Source: an optimization exercise on an open RTL-to-GDS flow (aim: small area). Production flows keep margins and buffers that such runs may drop. The RTL of this run was laid out without a check of its function. Power and IR drop assume default switching activity.

==> design.v <==
module	bombMatrixBitMap	(
					input	logic	clk,
					input	logic	resetN,
					input logic	[10:0] offsetX, 
					input logic	[10:0] offsetY,
					input	logic	InsideRectangle,  
					input logic enter_hit,  
					input	 logic signed 	[10:0]	topLeftX,  
					input	 logic signed	[10:0]	topLeftY,   
					input logic OneSecPulse,
					input logic addBombCollected,
					output logic [3:0] explosionIndexX,
					output logic [3:0] explosionIndexY,
					output logic explodeBomb,
					output	logic	drawingRequest,  
					output	logic	[7:0] RGBout   
 ) ;
	logic [7:0] pos0, pos1, pos2, pos3;  
	logic v0, v1, v2, v3;                
	logic a1, a2;                        
	logic [3:0] bomb_counter;
	logic limit4;                        
	logic [3:0] k_q;                     
	logic odd_q;                         
	logic [7:0] player_sq, pixel_sq;
	assign player_sq = {topLeftY[8:5], topLeftX[8:5]};
	assign pixel_sq  = {offsetY[8:5], offsetX[8:5]};
	logic occupied, below_limit, place;
	assign occupied = (v0 && pos0 == player_sq) || (v1 && pos1 == player_sq) ||
	                  (v2 && pos2 == player_sq);
	assign below_limit = bomb_counter < (limit4 ? 4'd4 : 4'd3);
	assign place = enter_hit && below_limit && !v3 && !occupied;
	logic c0, c1, any_t1, pick0;
	assign c0 = v0;
	assign c1 = v1 && !a1;
	assign any_t1 = c0 || c1;
	assign pick0 = c0 && (!c1 || pos0 > pos1);
	logic [7:0] pos3_n;
	assign pos3_n = v3 ? pos3 : player_sq;
	logic h0, h1, h2, h3, hit, even;
	assign h0 = v0 && pos0 == pixel_sq;
	assign h1 = v1 && pos1 == pixel_sq;
	assign h2 = v2 && pos2 == pixel_sq;
	assign h3 = v3 && pos3 == pixel_sq;
	assign hit = h0 || h1 || h2 || h3;
	assign even = (h1 && a1) || (h2 && !a2);
	logic [3:0] k;
	bomb_shape shape (.y(offsetY[4:0]), .x(offsetX[4:0]), .k(k));
always_ff@(posedge clk or negedge resetN)
begin
	if(!resetN) begin
		k_q <= 4'd0;
		odd_q <= 1'b0;
		bomb_counter <= 0;
		v0 <= 0; v1 <= 0; v2 <= 0; v3 <= 0;
		explodeBomb <= 0;
		explosionIndexX <= 0;
		explosionIndexY <= 0;
		limit4 <= 0;
	end
	else begin
		if (addBombCollected) limit4 <= 1'b1;
		if (OneSecPulse) begin
			v0 <= v1 && a1;
			v1 <= v2;
			v2 <= v3 || place;
			v3 <= 1'b0;
			explodeBomb <= any_t1;
			if (any_t1) begin
				{explosionIndexY, explosionIndexX} <= pick0 ? pos0 : pos1;
				bomb_counter <= bomb_counter - 4'd1;
			end
			else if (place) bomb_counter <= bomb_counter + 4'd1;
		end
		else begin
			v3 <= v3 || place;
			if (place) bomb_counter <= bomb_counter + 4'd1;
		end
		k_q <= (InsideRectangle && hit) ? k : 4'd0;
		odd_q <= !even;
	end
end
always_ff@(posedge clk)
begin
	pos3 <= pos3_n;
	if (OneSecPulse) begin
		pos0 <= pos1;
		pos1 <= pos2;
		pos2 <= pos3_n;
		a1 <= a2;
		a2 <= !v3;
	end
end
	always_comb
		case ({odd_q, k_q})
			5'd0: RGBout = 8'hff;
			5'd16: RGBout = 8'hff;
			5'd1: RGBout = 8'h64;
			5'd17: RGBout = 8'h85;
			5'd2: RGBout = 8'h24;
			5'd18: RGBout = 8'h64;
			5'd3: RGBout = 8'h8d;
			5'd19: RGBout = 8'had;
			5'd4: RGBout = 8'h20;
			5'd20: RGBout = 8'h64;
			5'd5: RGBout = 8'hf4;
			5'd21: RGBout = 8'hf8;
			5'd6: RGBout = 8'he4;
			5'd22: RGBout = 8'he4;
			5'd7: RGBout = 8'hf9;
			5'd23: RGBout = 8'hfd;
			5'd8: RGBout = 8'h00;
			5'd24: RGBout = 8'h20;
			5'd9: RGBout = 8'hfc;
			5'd25: RGBout = 8'hfc;
			5'd10: RGBout = 8'h65;
			5'd26: RGBout = 8'h8d;
			5'd11: RGBout = 8'h00;
			5'd27: RGBout = 8'h00;
			5'd12: RGBout = 8'he0;
			5'd28: RGBout = 8'he4;
			5'd13: RGBout = 8'hf8;
			5'd29: RGBout = 8'hfc;
			5'd14: RGBout = 8'h64;
			5'd30: RGBout = 8'h84;
			5'd15: RGBout = 8'h20;
			5'd31: RGBout = 8'h20;
			default: RGBout = 8'hff;
		endcase
assign drawingRequest = (k_q != 4'd0);
endmodule
module bomb_shape (input logic [4:0] y, input logic [4:0] x, output logic [3:0] k);
	always_comb
		case ({y, x})
			10'd83: k = 4'd7;
			10'd84: k = 4'd9;
			10'd85: k = 4'd9;
			10'd86: k = 4'd13;
			10'd115: k = 4'd7;
			10'd116: k = 4'd6;
			10'd117: k = 4'd12;
			10'd118: k = 4'd13;
			10'd145: k = 4'd11;
			10'd146: k = 4'd7;
			10'd147: k = 4'd13;
			10'd148: k = 4'd5;
			10'd149: k = 4'd5;
			10'd150: k = 4'd13;
			10'd151: k = 4'd13;
			10'd176: k = 4'd8;
			10'd180: k = 4'd7;
			10'd181: k = 4'd13;
			10'd239: k = 4'd3;
			10'd271: k = 4'd8;
			10'd303: k = 4'd8;
			10'd332: k = 4'd15;
			10'd333: k = 4'd8;
			10'd334: k = 4'd8;
			10'd335: k = 4'd8;
			10'd336: k = 4'd8;
			10'd337: k = 4'd8;
			10'd338: k = 4'd8;
			10'd339: k = 4'd15;
			10'd364: k = 4'd15;
			10'd365: k = 4'd8;
			10'd366: k = 4'd14;
			10'd367: k = 4'd14;
			10'd368: k = 4'd14;
			10'd369: k = 4'd14;
			10'd370: k = 4'd15;
			10'd371: k = 4'd15;
			10'd394: k = 4'd15;
			10'd395: k = 4'd15;
			10'd396: k = 4'd8;
			10'd397: k = 4'd8;
			10'd398: k = 4'd8;
			10'd399: k = 4'd8;
			10'd400: k = 4'd8;
			10'd401: k = 4'd8;
			10'd402: k = 4'd8;
			10'd403: k = 4'd8;
			10'd404: k = 4'd8;
			10'd405: k = 4'd8;
			10'd424: k = 4'd15;
			10'd425: k = 4'd15;
			10'd426: k = 4'd8;
			10'd427: k = 4'd14;
			10'd428: k = 4'd14;
			10'd429: k = 4'd14;
			10'd430: k = 4'd14;
			10'd431: k = 4'd14;
			10'd432: k = 4'd14;
			10'd433: k = 4'd14;
			10'd434: k = 4'd14;
			10'd435: k = 4'd14;
			10'd436: k = 4'd14;
			10'd437: k = 4'd8;
			10'd438: k = 4'd15;
			10'd439: k = 4'd15;
			10'd455: k = 4'd8;
			10'd456: k = 4'd8;
			10'd457: k = 4'd14;
			10'd458: k = 4'd14;
			10'd459: k = 4'd14;
			10'd463: k = 4'd14;
			10'd464: k = 4'd14;
			10'd465: k = 4'd14;
			10'd466: k = 4'd14;
			10'd467: k = 4'd14;
			10'd468: k = 4'd14;
			10'd469: k = 4'd1;
			10'd470: k = 4'd8;
			10'd471: k = 4'd15;
			10'd472: k = 4'd8;
			10'd486: k = 4'd11;
			10'd487: k = 4'd15;
			10'd488: k = 4'd14;
			10'd489: k = 4'd14;
			10'd490: k = 4'd14;
			10'd495: k = 4'd14;
			10'd496: k = 4'd14;
			10'd497: k = 4'd14;
			10'd498: k = 4'd14;
			10'd499: k = 4'd14;
			10'd500: k = 4'd14;
			10'd501: k = 4'd14;
			10'd502: k = 4'd2;
			10'd503: k = 4'd2;
			10'd504: k = 4'd8;
			10'd505: k = 4'd11;
			10'd518: k = 4'd15;
			10'd519: k = 4'd15;
			10'd520: k = 4'd14;
			10'd521: k = 4'd1;
			10'd522: k = 4'd2;
			10'd527: k = 4'd14;
			10'd528: k = 4'd14;
			10'd529: k = 4'd14;
			10'd530: k = 4'd14;
			10'd531: k = 4'd14;
			10'd532: k = 4'd14;
			10'd533: k = 4'd14;
			10'd534: k = 4'd2;
			10'd535: k = 4'd2;
			10'd536: k = 4'd8;
			10'd537: k = 4'd15;
			10'd549: k = 4'd15;
			10'd550: k = 4'd8;
			10'd551: k = 4'd14;
			10'd552: k = 4'd10;
			10'd553: k = 4'd2;
			10'd558: k = 4'd14;
			10'd559: k = 4'd14;
			10'd560: k = 4'd14;
			10'd561: k = 4'd14;
			10'd562: k = 4'd14;
			10'd563: k = 4'd14;
			10'd564: k = 4'd14;
			10'd565: k = 4'd14;
			10'd566: k = 4'd14;
			10'd567: k = 4'd2;
			10'd568: k = 4'd2;
			10'd569: k = 4'd8;
			10'd570: k = 4'd15;
			10'd580: k = 4'd8;
			10'd581: k = 4'd8;
			10'd582: k = 4'd14;
			10'd583: k = 4'd14;
			10'd584: k = 4'd14;
			10'd588: k = 4'd1;
			10'd589: k = 4'd14;
			10'd590: k = 4'd14;
			10'd591: k = 4'd14;
			10'd592: k = 4'd14;
			10'd593: k = 4'd14;
			10'd594: k = 4'd14;
			10'd595: k = 4'd14;
			10'd596: k = 4'd14;
			10'd597: k = 4'd14;
			10'd598: k = 4'd14;
			10'd599: k = 4'd2;
			10'd600: k = 4'd2;
			10'd601: k = 4'd2;
			10'd602: k = 4'd8;
			10'd603: k = 4'd8;
			10'd612: k = 4'd8;
			10'd613: k = 4'd8;
			10'd614: k = 4'd14;
			10'd615: k = 4'd14;
			10'd616: k = 4'd14;
			10'd619: k = 4'd14;
			10'd620: k = 4'd14;
			10'd621: k = 4'd14;
			10'd622: k = 4'd14;
			10'd623: k = 4'd14;
			10'd624: k = 4'd14;
			10'd625: k = 4'd14;
			10'd626: k = 4'd14;
			10'd627: k = 4'd14;
			10'd628: k = 4'd14;
			10'd629: k = 4'd14;
			10'd630: k = 4'd14;
			10'd631: k = 4'd2;
			10'd632: k = 4'd2;
			10'd633: k = 4'd2;
			10'd634: k = 4'd8;
			10'd635: k = 4'd8;
			10'd644: k = 4'd8;
			10'd645: k = 4'd2;
			10'd646: k = 4'd14;
			10'd647: k = 4'd14;
			10'd648: k = 4'd14;
			10'd649: k = 4'd1;
			10'd650: k = 4'd14;
			10'd651: k = 4'd14;
			10'd652: k = 4'd14;
			10'd653: k = 4'd14;
			10'd654: k = 4'd14;
			10'd655: k = 4'd14;
			10'd656: k = 4'd14;
			10'd657: k = 4'd14;
			10'd658: k = 4'd14;
			10'd659: k = 4'd14;
			10'd660: k = 4'd14;
			10'd661: k = 4'd14;
			10'd662: k = 4'd14;
			10'd663: k = 4'd2;
			10'd664: k = 4'd2;
			10'd665: k = 4'd2;
			10'd666: k = 4'd8;
			10'd667: k = 4'd8;
			10'd676: k = 4'd8;
			10'd677: k = 4'd8;
			10'd678: k = 4'd14;
			10'd679: k = 4'd14;
			10'd682: k = 4'd14;
			10'd683: k = 4'd14;
			10'd684: k = 4'd14;
			10'd685: k = 4'd14;
			10'd686: k = 4'd14;
			10'd687: k = 4'd14;
			10'd688: k = 4'd14;
			10'd689: k = 4'd14;
			10'd690: k = 4'd14;
			10'd691: k = 4'd14;
			10'd692: k = 4'd14;
			10'd693: k = 4'd14;
			10'd694: k = 4'd2;
			10'd695: k = 4'd2;
			10'd696: k = 4'd2;
			10'd697: k = 4'd2;
			10'd698: k = 4'd8;
			10'd699: k = 4'd8;
			10'd708: k = 4'd15;
			10'd709: k = 4'd8;
			10'd710: k = 4'd14;
			10'd714: k = 4'd14;
			10'd715: k = 4'd14;
			10'd716: k = 4'd14;
			10'd717: k = 4'd14;
			10'd718: k = 4'd14;
			10'd719: k = 4'd14;
			10'd720: k = 4'd14;
			10'd721: k = 4'd14;
			10'd722: k = 4'd14;
			10'd723: k = 4'd14;
			10'd724: k = 4'd14;
			10'd725: k = 4'd2;
			10'd726: k = 4'd2;
			10'd727: k = 4'd2;
			10'd728: k = 4'd2;
			10'd729: k = 4'd2;
			10'd730: k = 4'd8;
			10'd731: k = 4'd8;
			10'd741: k = 4'd15;
			10'd742: k = 4'd2;
			10'd743: k = 4'd14;
			10'd744: k = 4'd14;
			10'd745: k = 4'd14;
			10'd746: k = 4'd14;
			10'd747: k = 4'd14;
			10'd748: k = 4'd14;
			10'd749: k = 4'd14;
			10'd750: k = 4'd14;
			10'd751: k = 4'd14;
			10'd752: k = 4'd14;
			10'd753: k = 4'd14;
			10'd754: k = 4'd14;
			10'd755: k = 4'd14;
			10'd756: k = 4'd2;
			10'd757: k = 4'd2;
			10'd758: k = 4'd2;
			10'd759: k = 4'd2;
			10'd760: k = 4'd2;
			10'd761: k = 4'd2;
			10'd762: k = 4'd8;
			10'd773: k = 4'd15;
			10'd774: k = 4'd2;
			10'd775: k = 4'd14;
			10'd776: k = 4'd14;
			10'd777: k = 4'd14;
			10'd778: k = 4'd14;
			10'd779: k = 4'd14;
			10'd780: k = 4'd14;
			10'd781: k = 4'd14;
			10'd782: k = 4'd14;
			10'd783: k = 4'd14;
			10'd784: k = 4'd14;
			10'd785: k = 4'd14;
			10'd786: k = 4'd14;
			10'd787: k = 4'd14;
			10'd788: k = 4'd2;
			10'd789: k = 4'd2;
			10'd790: k = 4'd2;
			10'd791: k = 4'd2;
			10'd792: k = 4'd2;
			10'd793: k = 4'd2;
			10'd794: k = 4'd15;
			10'd805: k = 4'd11;
			10'd806: k = 4'd8;
			10'd807: k = 4'd14;
			10'd808: k = 4'd14;
			10'd809: k = 4'd14;
			10'd810: k = 4'd14;
			10'd811: k = 4'd14;
			10'd812: k = 4'd14;
			10'd813: k = 4'd14;
			10'd814: k = 4'd14;
			10'd815: k = 4'd14;
			10'd816: k = 4'd14;
			10'd817: k = 4'd14;
			10'd818: k = 4'd2;
			10'd819: k = 4'd2;
			10'd820: k = 4'd2;
			10'd821: k = 4'd2;
			10'd822: k = 4'd2;
			10'd823: k = 4'd2;
			10'd824: k = 4'd14;
			10'd825: k = 4'd8;
			10'd826: k = 4'd11;
			10'd838: k = 4'd15;
			10'd839: k = 4'd8;
			10'd840: k = 4'd2;
			10'd841: k = 4'd2;
			10'd842: k = 4'd2;
			10'd843: k = 4'd2;
			10'd844: k = 4'd14;
			10'd845: k = 4'd14;
			10'd846: k = 4'd14;
			10'd847: k = 4'd2;
			10'd848: k = 4'd2;
			10'd849: k = 4'd2;
			10'd850: k = 4'd2;
			10'd851: k = 4'd2;
			10'd852: k = 4'd2;
			10'd853: k = 4'd2;
			10'd854: k = 4'd2;
			10'd855: k = 4'd2;
			10'd856: k = 4'd8;
			10'd857: k = 4'd15;
			10'd871: k = 4'd15;
			10'd872: k = 4'd8;
			10'd873: k = 4'd2;
			10'd874: k = 4'd2;
			10'd875: k = 4'd2;
			10'd876: k = 4'd2;
			10'd877: k = 4'd2;
			10'd878: k = 4'd2;
			10'd879: k = 4'd2;
			10'd880: k = 4'd2;
			10'd881: k = 4'd2;
			10'd882: k = 4'd2;
			10'd883: k = 4'd2;
			10'd884: k = 4'd2;
			10'd885: k = 4'd2;
			10'd886: k = 4'd2;
			10'd887: k = 4'd8;
			10'd888: k = 4'd15;
			10'd905: k = 4'd15;
			10'd906: k = 4'd15;
			10'd907: k = 4'd8;
			10'd908: k = 4'd2;
			10'd909: k = 4'd2;
			10'd910: k = 4'd2;
			10'd911: k = 4'd2;
			10'd912: k = 4'd2;
			10'd913: k = 4'd2;
			10'd914: k = 4'd2;
			10'd915: k = 4'd2;
			10'd916: k = 4'd15;
			10'd917: k = 4'd15;
			10'd918: k = 4'd15;
			10'd940: k = 4'd15;
			10'd941: k = 4'd8;
			10'd942: k = 4'd8;
			10'd943: k = 4'd8;
			10'd944: k = 4'd8;
			10'd945: k = 4'd8;
			10'd946: k = 4'd8;
			10'd947: k = 4'd4;
			default: k = 4'd0;
		endcase
endmodule
==> flow/run.sh <==
#!/bin/bash
set -e
export BUFFER_PORTS_ARGS="-buffer_cell sky130_fd_sc_hd__buf_1"
bash standard.sh > standard.log 2>&1
==> standard.sh <==
#!/bin/bash
# synth_recipe.tcl (not shown) runs the flow's synth.tcl, then flattens the netlist and writes it again
# the make line also repeats each setting of config.mk as NAME=value (left out here)
make -C /OpenROAD-flow-scripts/flow DESIGN_CONFIG=/design/flow/config.mk WORK_HOME=/design/flow/orfs CLKGATE_MAP_FILE= SYNTH_SCRIPT=/design/flow/synth_recipe.tcl "${@:-finish}"
==> config.mk <==
export PLATFORM = sky130hd
export DESIGN_NAME = bombMatrixBitMap
export DESIGN_NICKNAME = bombMatrixBitMap
export VERILOG_FILES = /design/flow/design.v
export SDC_FILE = /design/flow/constraint.sdc
export NUM_CORES = 4
export LEC_CHECK = 0
export CAP_MARGIN = 20
export CORE_MARGIN = 2
export CORE_UTILIZATION = 60
export CTS_BUF_LIST = sky130_fd_sc_hd__clkbuf_8
export SLEW_MARGIN = 20
==> constraint.sdc <==
create_clock -name core_clock -period 10.0 [get_ports {clk}]
set_input_delay 2.0000 -clock core_clock [delete_from_list [all_inputs] [get_ports {clk}]]
set_output_delay 2.0000 -clock core_clock [all_outputs]
set_load 0.01 [all_outputs]
==> impl_metrics.env <==
export IMPL_post_cts_resized=0
export IMPL_async_reset_ff_share_pct=40.4
export IMPL_finClkSkew_ns=0.0107
export IMPL_fin_crit_sh_pct=44.7
export IMPL_grt_pass1_wl_mm=24.9
export IMPL_synth_edf_count=26
export IMPL_synth_ff_type="edfxtp_1"
export IMPL_synth_cell_types=77
export IMPL_synth_warnings=2
export IMPL_drc=0
export IMPL_multi_input_area_sq_mm=0.00351
export IMPL_timing_fmax_mhz=224
export IMPL_p_leak_nw=2.20
export IMPL_gp_congestion=1.02
export IMPL_worstSetupEndpointType="flop"
export IMPL_rsz0062_at_grt="false"
export IMPL_post_cts_setup_buffers=0
export IMPL_vias=5193
export IMPL_avgSynthCellArea_sq_um=8.33
export IMPL_ant_nets=0
export IMPL_place_hpwl_mm=10.9
export IMPL_dieArea_sq_mm=0.00976
export IMPL_cp_data_arrival_time_ns=4.71
export IMPL_dp_cells=760
export IMPL_nNetsFinal=744
export IMPL_start_kind="input port"
export IMPL_netlist_area_sq_mm=0.00539
export IMPL_powerDensity_mw_per_mm2=154
export IMPL_clk_path_buf_depth=2
export IMPL_start_util_pct=61.8
export IMPL_fin_ws_ns=5.53
export IMPL_n_fill_cell=753
export IMPL_clk_latency_ns=0.35
export IMPL_syn_nets=728
export IMPL_status="timing/DRC/antenna clean"
export IMPL_clock_sinks=57
export IMPL_final_common_cell="nand2_1"
export IMPL_die_w_microns=98.8
export IMPL_worst_slew_margin_rel_pct=34.5
export IMPL_setup_viol=0
export IMPL_track_usage_pct=31.8
export IMPL_drt_iter0_markers=745
export IMPL_rows=34
export IMPL_ys_seq_elements=57
export IMPL_hold_slack_ns=0.463
export IMPL_criticalPathCategory="in -> reg"
export IMPL_drive_gt1_share_pct=7.19
export IMPL_whs_path_depth=0
export IMPL_portBuffers=49
export IMPL_clk_pin_slew_ns=0.07
export IMPL_ios=68
export IMPL_seq_area_frac_synth_pct=28.1
export IMPL_cp_max_fo=11
export IMPL_peakVddDrop_mv=0.155
export IMPL_vias_per_cell=6.69
export IMPL_num_antenna_cells=0
export IMPL_netlist_instances=647
export IMPL_first_global_vias=4747
export IMPL_worst_pin_slew_ns=0.982
export IMPL_die_height_microns=98.8
export IMPL_routedWlPerCell_microns=19.8
export IMPL_grt_max_degree=60
export IMPL_min_path_type="reg -> reg"
export IMPL_drv_cap=0
export IMPL_firstDrtPassIters=6
export IMPL_cts_tree="built"
export IMPL_numCtsBuffers=9
export IMPL_hold_buffers=0
export IMPL_final_hold_viol_count=0
export IMPL_drv_slew=0
export IMPL_pre_cts_ws_ns=5.26
export IMPL_clockRootBuffer="clkbuf_8"
export IMPL_synthToLayoutAreaGrowth_pct=6.89
export IMPL_routed_wl_mm=15.4
export IMPL_final_cell_mix="nand2_1 (57), o21ai_0 (51), buf_1 (46)"
export IMPL_finalSetupTns_ns=0
export IMPL_grt_overflow=0
export IMPL_coreArea_sq_mm=0.00872
export IMPL_worstPathRequired_ns=10.24
export IMPL_fin_cells=776
export IMPL_htree_levels=3
export IMPL_antenna_found_initial=0
export IMPL_reg2reg_depth=7
export IMPL_fin_crit_ns=4.47
export IMPL_seqCellArea_sq_mm=0.00152
export IMPL_finish_utilization_pct=66.1
-- metal layers --
layer	vias up	part of all wire [%]	wire [microns]	GRT usage, %
li1	2410	-	-	-
met1	2386	43	6600	46.2
met2	364	43	6630	45.3
met3	33	12	1770	9.72
met4	0	2.3	354	10.5
met5	-	0	0	0
-- cell usage after synthesis (5+ instances only) --
| cell type | count | area (sq um) |
|---|---|---|
| a221oi_1 | 6 | 52.6 |
| edfxtp_1 | 26 | 781 |
| a311o_1 | 6 | 60.1 |
| nand4_1 | 14 | 87.6 |
| clkbuf_1 | 24 | 90.1 |
| a21o_1 | 6 | 45.0 |
| nor4_1 | 8 | 50.1 |
| o221ai_1 | 5 | 43.8 |
| xor2_1 | 28 | 245 |
| buf_2 | 18 | 90.1 |
| mux2i_1 | 12 | 120 |
| nand2b_1 | 19 | 119 |
| o21a_1 | 8 | 60.1 |
| nor2b_1 | 14 | 87.6 |
| mux2_2 | 10 | 113 |
| a31oi_1 | 10 | 62.6 |
| ha_1 | 31 | 388 |
| dfxtp_1 | 8 | 160 |
| xnor2_1 | 32 | 280 |
| nand2_1 | 57 | 214 |
| a211oi_1 | 7 | 52.6 |
| dfrtp_1 | 23 | 576 |
| nor3_1 | 14 | 70.1 |
| o2111ai_1 | 6 | 52.6 |
| inv_1 | 29 | 109 |
| o211ai_1 | 11 | 82.6 |
| o21ai_0 | 52 | 260 |
| a21oi_1 | 24 | 120 |
| nor2_1 | 35 | 131 |
| nand3_1 | 22 | 110 |
-- stage by stage --
step / cell area, sq um / power, mW
floorplan: 5390 / 0.541
global placement: 5520 / 0.611
detailed placement: 5520 / 0.624
CTS: 5760 / 0.891
global route: 5760 / 0.941
finish: 5760 / 0.890
-- area by class of cell --
cell class	count	share of cell area, %
clock buffers	10	2.39
clock inverters	6	1.82
inverters	30	1.95
multi-input cells	508	60.9
flip-flops and latches	57	26.3
well taps	108	2.34
repair buffers	57	4.30
-- path summary, 6_finish.rpt --
kind                                 endpoint  slack [ns]       start
setup / recovery                       k_q[3]        5.53  offsetX[1]
hold / removal                             a1        0.46          a2
setup reg to reg           explosionIndexX[3]        7.70     pos0[5]
hold reg to reg                            a1        0.46          a2
max in group asynchronous  explosionIndexY[2]        7.78      resetN
min in group asynchronous              k_q[0]        1.63      resetN
-- sequential cells by signal (all words and copies together) (netlist names) --
name / cells
v1: 1
a2: 1
odd_q: 1
v3: 1
a1: 1
explosionIndexX: 4
explosionIndexY: 4
pos2: 8
v2: 1
pos3: 8
pos0: 8
explodeBomb: 1
k_q: 4
pos1: 8
limit4: 1
bomb_counter: 4
v0: 1
-- kinds of logic after synthesis --
kind of cell    Yosys count  synth area share (%)
simple gates            212                  20.3
fa+ha+maj                31                  7.19
mux                      23                  4.73
compound gates          182                  23.1
flops                    57                  28.1
buf+inv                  82                  6.80
xor+xnor                 60                  9.74
-- worst max-delay path, stage by stage --
cell and delay (ns):
buf_1 0.37, inv_1 0.24, ha_1 0.41, and2b_1 0.28, nor3_1 0.05, or4_1 0.50, a311o_1 0.30, a211o_1 0.32
a311oi_2 0.25
-- where the power goes --
part / switching [mW] / total [mW] / internal (mW)
sequential: 0.0498 / 0.351 / 0.301
clock: 0.0933 / 0.264 / 0.171
combinational: 0.160 / 0.274 / 0.115
total: 0.303 / 0.890 / 0.587

==> port drivers added, routing unchanged <==
How much do the figures lean on ideal ports? The routed layout below was timed once more, with nothing changed but the port constraints. Step 1 assumes that a clkbuf_16 drives the clock port and a buf_2 every other input. Step 2 adds t to the input delays and takes it off the output delays; t is the mean of the earliest and latest rising clock arrival at the registers after step 1. Input paths then give back, and output paths get back, about the clock's delay inside the block. a / b / c = ideal / step 1 / step 2; a / b = the first two.
t, ns: 0.373
slack for setup (ns): 5.530 / 5.541 / 5.168
worst setup path after step 2: input to register
worst data-port slew with drivers (ns): 0.04
After both steps this run still meets setup and hold. For this run, drivers alone change the setup slack by +0.011 ns; drivers and shift together by -0.362 ns.
